From an optimization exercise on the open Yosys and OpenROAD flow, aimed at small area and a short achievable clock period; shortcuts taken in it are not production practice.
Only simulation tests tie the RTL to the original design; equivalence was not proved.

==> trial 36 <==
==> flow/design.v (excerpt) <==
module fpu_addmul(
  input  wire        clk,
  input  wire        op,      
  input  wire [31:0] s,
  input  wire [31:0] t,
  output wire [31:0] d
);
wire [7:0]  es = s[30:23], et = t[30:23];
wire [22:0] ms = s[22:0],  mt = t[22:0];
wire        sgt = s[30:0] > t[30:0];
wire        eqm = s[30:0] == t[30:0];
wire [31:0] g_a = sgt ? s : t;
wire [31:0] l_a = sgt ? t : s;
wire [8:0]  dst = {1'b0, es} - {1'b0, et};
wire [7:0]  dts = et - es;
wire        ege = ~dst[8];                
wire        eeq = es == et;
wire [7:0]  rs  = ege ? dst[7:0] : dts;
wire [22:0] ml_e = ege ? mt : ms;
wire [26:0] l27_e = {2'b01, ml_e, 2'b00} >> rs[4:0];
wire [26:0] l27_a = eeq ? {2'b01, l_a[22:0], 2'b00} : l27_e;
wire [31:0] msr, mtr;
genvar k;
generate for (k = 0; k < 23; k = k + 1) begin : rev
  assign msr[31-k] = ms[k];
  assign mtr[31-k] = mt[k];
end endgenerate
assign msr[8:0] = 9'h100;
assign mtr[8:0] = 9'h100;
wire [4:0] tzs, tzt;
lzc32 u_tzs(.x(msr), .n(tzs));
lzc32 u_tzt(.x(mtr), .n(tzt));
wire [4:0] tzle = ege ? tzt : tzs;
wire       sticky_a = ({3'b0, tzle} + 8'd3) <= rs;
wire [5:0] tzp = {1'b0, tzs} + {1'b0, tzt};
wire [8:0] esum = {1'b0, es} + {1'b0, et};
wire [11:0] none_s, ntwo_s, none_t, ntwo_t;
wire [10:0] neg_s, neg_t;
benc u_es(.m(ms), .none(none_s), .ntwo(ntwo_s), .neg(neg_s));
benc u_et(.m(mt), .none(none_t), .ntwo(ntwo_t), .neg(neg_t));
wire s_zero = s[30:0] == 31'd0, t_zero = t[30:0] == 31'd0;
wire s_nan = (es == 8'd255) & (ms != 23'd0), t_nan = (et == 8'd255) & (mt != 23'd0);
wire s_inf = (es == 8'd255) & (ms == 23'd0), t_inf = (et == 8'd255) & (mt == 23'd0);
reg         op1, sgt1, big1, lsign1, sticky1, eqm1;
reg         lzero1, lnan1, linf1, mst1_1, mst0_1, ovf1_1, ovf0_1, udf1;
reg  [31:0] g1;
reg  [26:0] l27_1;
reg  [7:0]  nexp0_1;
reg  [11:0] none1, ntwo1;
reg  [10:0] neg1;
always @(posedge clk) begin
  op1     <= op;
  sgt1    <= sgt;
  eqm1    <= eqm;
  g1      <= g_a;
  lsign1  <= l_a[31];
  l27_1   <= l27_a;
  sticky1 <= sticky_a;
  big1    <= rs > 8'd24;
  lzero1  <= sgt ? t_zero : s_zero;
  lnan1   <= sgt ? t_nan  : s_nan;
  linf1   <= sgt ? t_inf  : s_inf;
  mst1_1  <= tzp < 6'd22;    
  mst0_1  <= tzp < 6'd21;    
  ovf1_1  <= esum >= 9'd381;
  ovf0_1  <= esum >= 9'd382;
  udf1    <= esum < 9'd127;
  nexp0_1 <= esum[7:0] - 8'd127;
  none1   <= sgt ? none_t : none_s;
  ntwo1   <= sgt ? ntwo_t : ntwo_s;
  neg1    <= sgt ? neg_t  : neg_s;
  ...
==> flow/config.mk <==
export PLATFORM = sky130hd
export DESIGN_NAME = fpu_addmul
export DESIGN_NICKNAME = fpu_addmul
export VERILOG_FILES = /design/flow/design.v
export SDC_FILE = /design/flow/constraint.sdc
export NUM_CORES = 4
export LEC_CHECK = 0
export CAP_MARGIN = 20
export CORE_MARGIN = 2
export CORE_UTILIZATION = 40
export SLEW_MARGIN = 20
export SYNTH_HIERARCHICAL = 1
export TNS_END_PERCENT = 5
==> flow/constraint.sdc <==
create_clock -name core_clock -period 13.0 [get_ports {clk}]
set_input_delay 2.6000 -clock core_clock [delete_from_list [all_inputs] [get_ports {clk}]]
set_output_delay 2.6000 -clock core_clock [all_outputs]
set_load 0.01 [all_outputs]
standard.sh (not shown) runs the stock make flow with config.mk's settings and CLKGATE_MAP_FILE= SYNTH_SCRIPT=/design/flow/synth_recipe.tcl, a recipe that flattens the netlist after the stock synthesis.
==> flow/flow/run.sh <==
#!/bin/bash
set -euo pipefail
export SETUP_SLACK_MARGIN=7
bash standard.sh > standard.log 2>&1
==> trial 28 (differences from trial 36) <==
==> flow/run.sh (new file) <==
#!/bin/bash
# synth_recipe.tcl (not shown) runs the flow's synth.tcl, then flattens the netlist and writes it again
# the make line also repeats each setting of config.mk as NAME=value (left out here)
make -C /OpenROAD-flow-scripts/flow DESIGN_CONFIG=/design/flow/config.mk WORK_HOME=/design/flow/orfs CLKGATE_MAP_FILE= SYNTH_SCRIPT=/design/flow/synth_recipe.tcl finish
--- a/flow/config.mk
+++ b/flow/config.mk
@@ -10,4 +10,4 @@
 export CORE_UTILIZATION = 40
+export SETUP_SLACK_MARGIN = 5
 export SLEW_MARGIN = 20
 export SYNTH_HIERARCHICAL = 1
-export TNS_END_PERCENT = 5
removed: flow/flow/run.sh
removed: flow/standard.sh
==> comparison table <==
| item | trial 36 | trial 28 |
|---|---|---|
| Status | finished clean | finished clean |
| Min-Delay Startpoint | lsign1 | nexp0_1[7] |
| Setup slack of the critical path after layout | 6602 ps | 5281 ps |
| Vias | 31995 | 30114 |
| M2 GR Usage | 0.4628 | 0.4436 |
| Data required time at the worst endpoint | 13350 ps | 13400 ps |
| Hold Slack | 709.0 ps | 691.0 ps |
| Post-place setup slack | 5081 ps | 4740 ps |
| Register-to-register setup slack | 6600 ps | 5280 ps |
| Met2 WL post-DR | 56440 µm | 52130 µm |
| Cell with the largest stage delay on the worst path | sky130_fd_sc_hd__fa_2 | sky130_fd_sc_hd__or4_1 |
| Share of final layout cell area taken by clock buffers and inverters | 0.01567 | 0.01853 |
| Worst min-delay path endpoint | sign2 | exp2[7] |
| Relative max-transition margin | 0.2420 | 0.1784 |
| Multi-input gates | 3144 | 3141 |
| Post-layout net count | 4441 | 4215 |
| Final Util | 0.4930 | 0.4359 |

## what the ideal ports hide
In the flow no input, the clock included, has a driving cell. The finished layouts below were timed again as built, in two steps. Step 1 assumes that a clkbuf_16 drives the clock port and a buf_2 every other input. Step 2 also shifts input and output timing later by t, the mid clock arrival at the registers, as if the neighbouring blocks saw the same clock. Slacks: ideal / step 1 / step 2; pairs: ideal / step 1.
| run | t (ns) | slack for setup (ns) | slew at the worst register clock pin (ns) |
|---|---|---|---|
| trial 36 | 0.532 | 6.602 / 6.602 / 6.174 | 0.08 / 0.08 |
| trial 28 | 0.526 | 5.281 / 5.281 / 5.259 | 0.08 / 0.08 |
After both steps setup and hold are still met in every run listed. The setup slack of trial 36, which loses most, moves by 0.000 ns with the drivers and by -0.428 ns with both steps.
